Source: an optimization exercise on an open RTL-to-GDS flow (aim: small area, a short achievable clock period and few clock cycles). Production flows keep margins and buffers that such runs may drop. The clock port is modelled as an ideal driver; clocking choices that lean on that would not hold on a real chip. No activity file was given, so power comes from the tool's default toggle rates.

==> flow/design.v <==
module LZ77_Encoder(clk,reset,chardata,valid,encode,finish,offset,match_len,char_nxt);
input 				clk;
input 				reset;
input 		[7:0] 	chardata;
output  	reg  valid;
output  			encode;
output  	reg	finish;
output  	reg [4:0] 	offset;
output  	reg [4:0] 	match_len;
output  		[7:0] 	char_nxt;
reg		[4*31-1:0]	hist;
reg		[29:0]		alive;
reg		[4:0]		len;
reg					fresh;	 
reg					full;	 
reg		[9:5]		cnt;
reg		[2:0]		tl;
reg		[6:0]		th;
reg					late;	 
assign	encode = 1'b1;
assign	char_nxt = {2'b00, finish, 1'b0, hist[7:4]};
wire		lo_max = tl[2];				 
wire		low_max = tl[2] & th[6];	 
wire		low_zero = ~tl[0] & ~th[0];	 
wire		run = ~cnt[9];
wire		eob = cnt[9] & ~|cnt[8:5] & low_zero;
wire		last = ~cnt[9] & (&cnt[8:5]) & low_max;	 
wire	[3:0]	nxt = last ? 4'h4 : chardata[3:0];
reg		[29:0]		hv;
reg		[29:0]		m;
integer i;
always @(*)
begin
	for (i = 0; i < 30; i = i + 1)
	begin
		hv[i] = late | ((i / 4 < 7) ? th[i / 4] : 1'b0)
			| (((i / 4 == 0) ? 1'b1 : th[(i / 4) - 1]) & ((i % 4 < 3) ? tl[i % 4] : 1'b0));
		m[i] = (hist[4*(i+1) +: 4] == hist[3:0]);
	end
end
wire			go = run & (fresh | ~full);
wire	[29:0]	a = (fresh ? hv : alive) & m & {30{go}};
wire			emit = ~|a;
wire	[4:0]	cur = fresh ? 5'd0 : len;
reg		[4:0]	best;
always @(*)
begin
	best = 5'd0;
	for (i = 0; i < 30; i = i + 1)
		if (alive[i]) best = i;
end
always @(posedge clk or posedge reset)
begin
	if (reset)
	begin
		cnt <= 5'h1f;
		tl <= 3'b111;
		th <= 7'h7f;
		late <= 1'b0;
		valid <= 1'b0;
		finish <= 1'b0;
	end
	else
	begin
		tl <= lo_max ? 3'b000 : {tl[1:0], 1'b1};
		if (lo_max)
			th <= th[6] ? 7'h00 : {th[5:0], 1'b1};
		if (low_max)
			cnt <= cnt + 5'd1;
		late <= run & (late | low_max);
		valid <= ~finish & (eob | (run & emit));
		finish <= finish | eob;
	end
end
always @(posedge clk)
begin
	hist <= {hist[4*30-1:0], nxt};
	alive <= a;
	len <= cur + 5'd1;	 
	match_len <= cur;
	fresh <= emit;
	full <= (cur == 5'd23);
	offset <= best;	 
end
endmodule
Settings: LEC_CHECK=0, ABC_AREA=1, CAP_MARGIN=20, CORE_MARGIN=2, CORE_UTILIZATION=50, SLEW_MARGIN=20; clock period 10.0 ns.
standard.sh (not shown) runs the stock make flow with config.mk's settings and CLKGATE_MAP_FILE= SYNTH_SCRIPT=/design/flow/synth_recipe.tcl, a recipe that flattens the netlist after the stock synthesis.
==> flow/flow/run.sh <==
#!/bin/bash
# Standard ORFS layout, with buf_4 port buffers and repair_timing aiming at
# a setup slack of 6.9 ns (the design's natural period is far below the 10 ns clock).
set -euo pipefail
export BUFFER_PORTS_ARGS="-buffer_cell sky130_fd_sc_hd__buf_2"
export SETUP_SLACK_MARGIN=6.9
export CTS_ARGS="-sink_clustering_enable -repair_clock_nets -dont_use_dummy_load -buf_list sky130_fd_sc_hd__clkbuf_8 -sink_clustering_size 30"
export POST_FLOORPLAN_TCL=$PWD/flow/restructure.tcl RMP_LIB=$FLOW_HOME/platforms/sky130hd/lib/sky130_fd_sc_hd__tt_025C_1v80.lib
export POST_CTS_TCL=$PWD/flow/clkinv.tcl CLKINV_ROOT=sky130_fd_sc_hd__clkinv_16 CLKINV_LEAF=sky130_fd_sc_hd__clkinv_4 CLKINV_MARGIN=7.15
bash standard.sh cts > orfs_make.log 2>&1
# after the clock tree is rebuilt, repair against the faster clock
export SETUP_SLACK_MARGIN=7.15
bash standard.sh finish > orfs_make2.log 2>&1
Other scripts of this flow, unchanged in this note and not shown: flow/flow/clkinv.tcl, flow/flow/downsize.tcl, flow/flow/restructure.tcl
Change:
==> flow/design.v (replaced) <==
module LZ77_Encoder(clk,reset,chardata,valid,encode,finish,offset,match_len,char_nxt);
input 				clk;
input 				reset;
input 		[7:0] 	chardata;
output  	reg  valid;
output  			encode;
output  	reg	finish;
output  	reg [4:0] 	offset;
output  	reg [4:0] 	match_len;
output  		[7:0] 	char_nxt;
reg		[4*31-1:0]	hist;
reg		[29:0]		alive;
reg		[4:0]		len;
reg					fresh;	 
reg		[9:0]		cnt;	 
reg					late;	 
assign	encode = 1'b1;
assign	char_nxt = {2'b00, finish, 1'b0, hist[7:4]};
wire		run = ~cnt[9];
wire		eob = cnt[9] & ~|cnt[8:0];
reg		[29:0]		hv;
reg		[29:0]		m;
integer i;
always @(*)
begin
	for (i = 0; i < 30; i = i + 1)
	begin
		hv[i] = late | (cnt[4:0] > i);
		m[i] = (hist[4*(i+1) +: 4] == hist[3:0]);
	end
end
wire			full = len[4] & len[3];
wire			go = run & (fresh | ~full);
wire	[29:0]	a = (fresh ? hv : alive) & m & {30{go}};
wire			emit = ~|a;
wire	[4:0]	cur = fresh ? 5'd0 : len;
reg		[4:0]	best;
always @(*)
begin
	best = 5'd0;
	for (i = 0; i < 30; i = i + 1)
		if (alive[i]) best = i;
end
always @(posedge clk or posedge reset)
begin
	if (reset)
	begin
		cnt <= 10'h3ff;
		late <= 1'b0;
		valid <= 1'b0;
		finish <= 1'b0;
	end
	else
	begin
		cnt <= cnt + 10'd1;
		late <= run & (late | (&cnt[4:0]));
		valid <= ~finish & (eob | (run & emit));
		finish <= finish | eob;
	end
end
always @(posedge clk)
begin
	hist <= {hist[4*30-1:0], (cnt == 10'd511) ? 4'h4 : chardata[3:0]};
	alive <= a;
	len <= cur + 5'd1;	 
	match_len <= cur;
	fresh <= emit;
	offset <= best;	 
end
endmodule
Worst setup slack is better by 5.6 ps; core utilization is lower by 0.63 points; sequential power drops by 2.9%; cell area shrinks by 1.6%; via count falls by 1.3%; sequential cell count goes down by 6; combinational power went up by about 3%; synthesized cell count goes up by 8.7%; maximum frequency stays flat; power decreases by 1.6%.
No functional check of the RTL was part of any run of this note.

[separate check: timing with driven ports]
The flow's constraints put no driver on any port. The routed layouts listed below were extracted and timed again, unchanged, in two steps. Step 1 assumes that a clkbuf_16 drives the clock port and a buf_2 every other input. Step 2 moves the port delays by t, midway between the first and last clock arrival at a register: inputs arrive t later, outputs are due t later. That takes back most of the time a late clock gives input paths. Three values: no drivers, after step 1, after step 2; two values: the first two.
run	shift t [ns]	setup slack, ns	worst data-port slew with drivers (ns)	pins driven straight from the clock port
the first run	0.309	7.196 / 7.122 / 7.241	0.03	1
the second run	0.309	7.202 / 7.129 / 7.236	0.03	1
After both steps setup and hold are still met in every run listed.
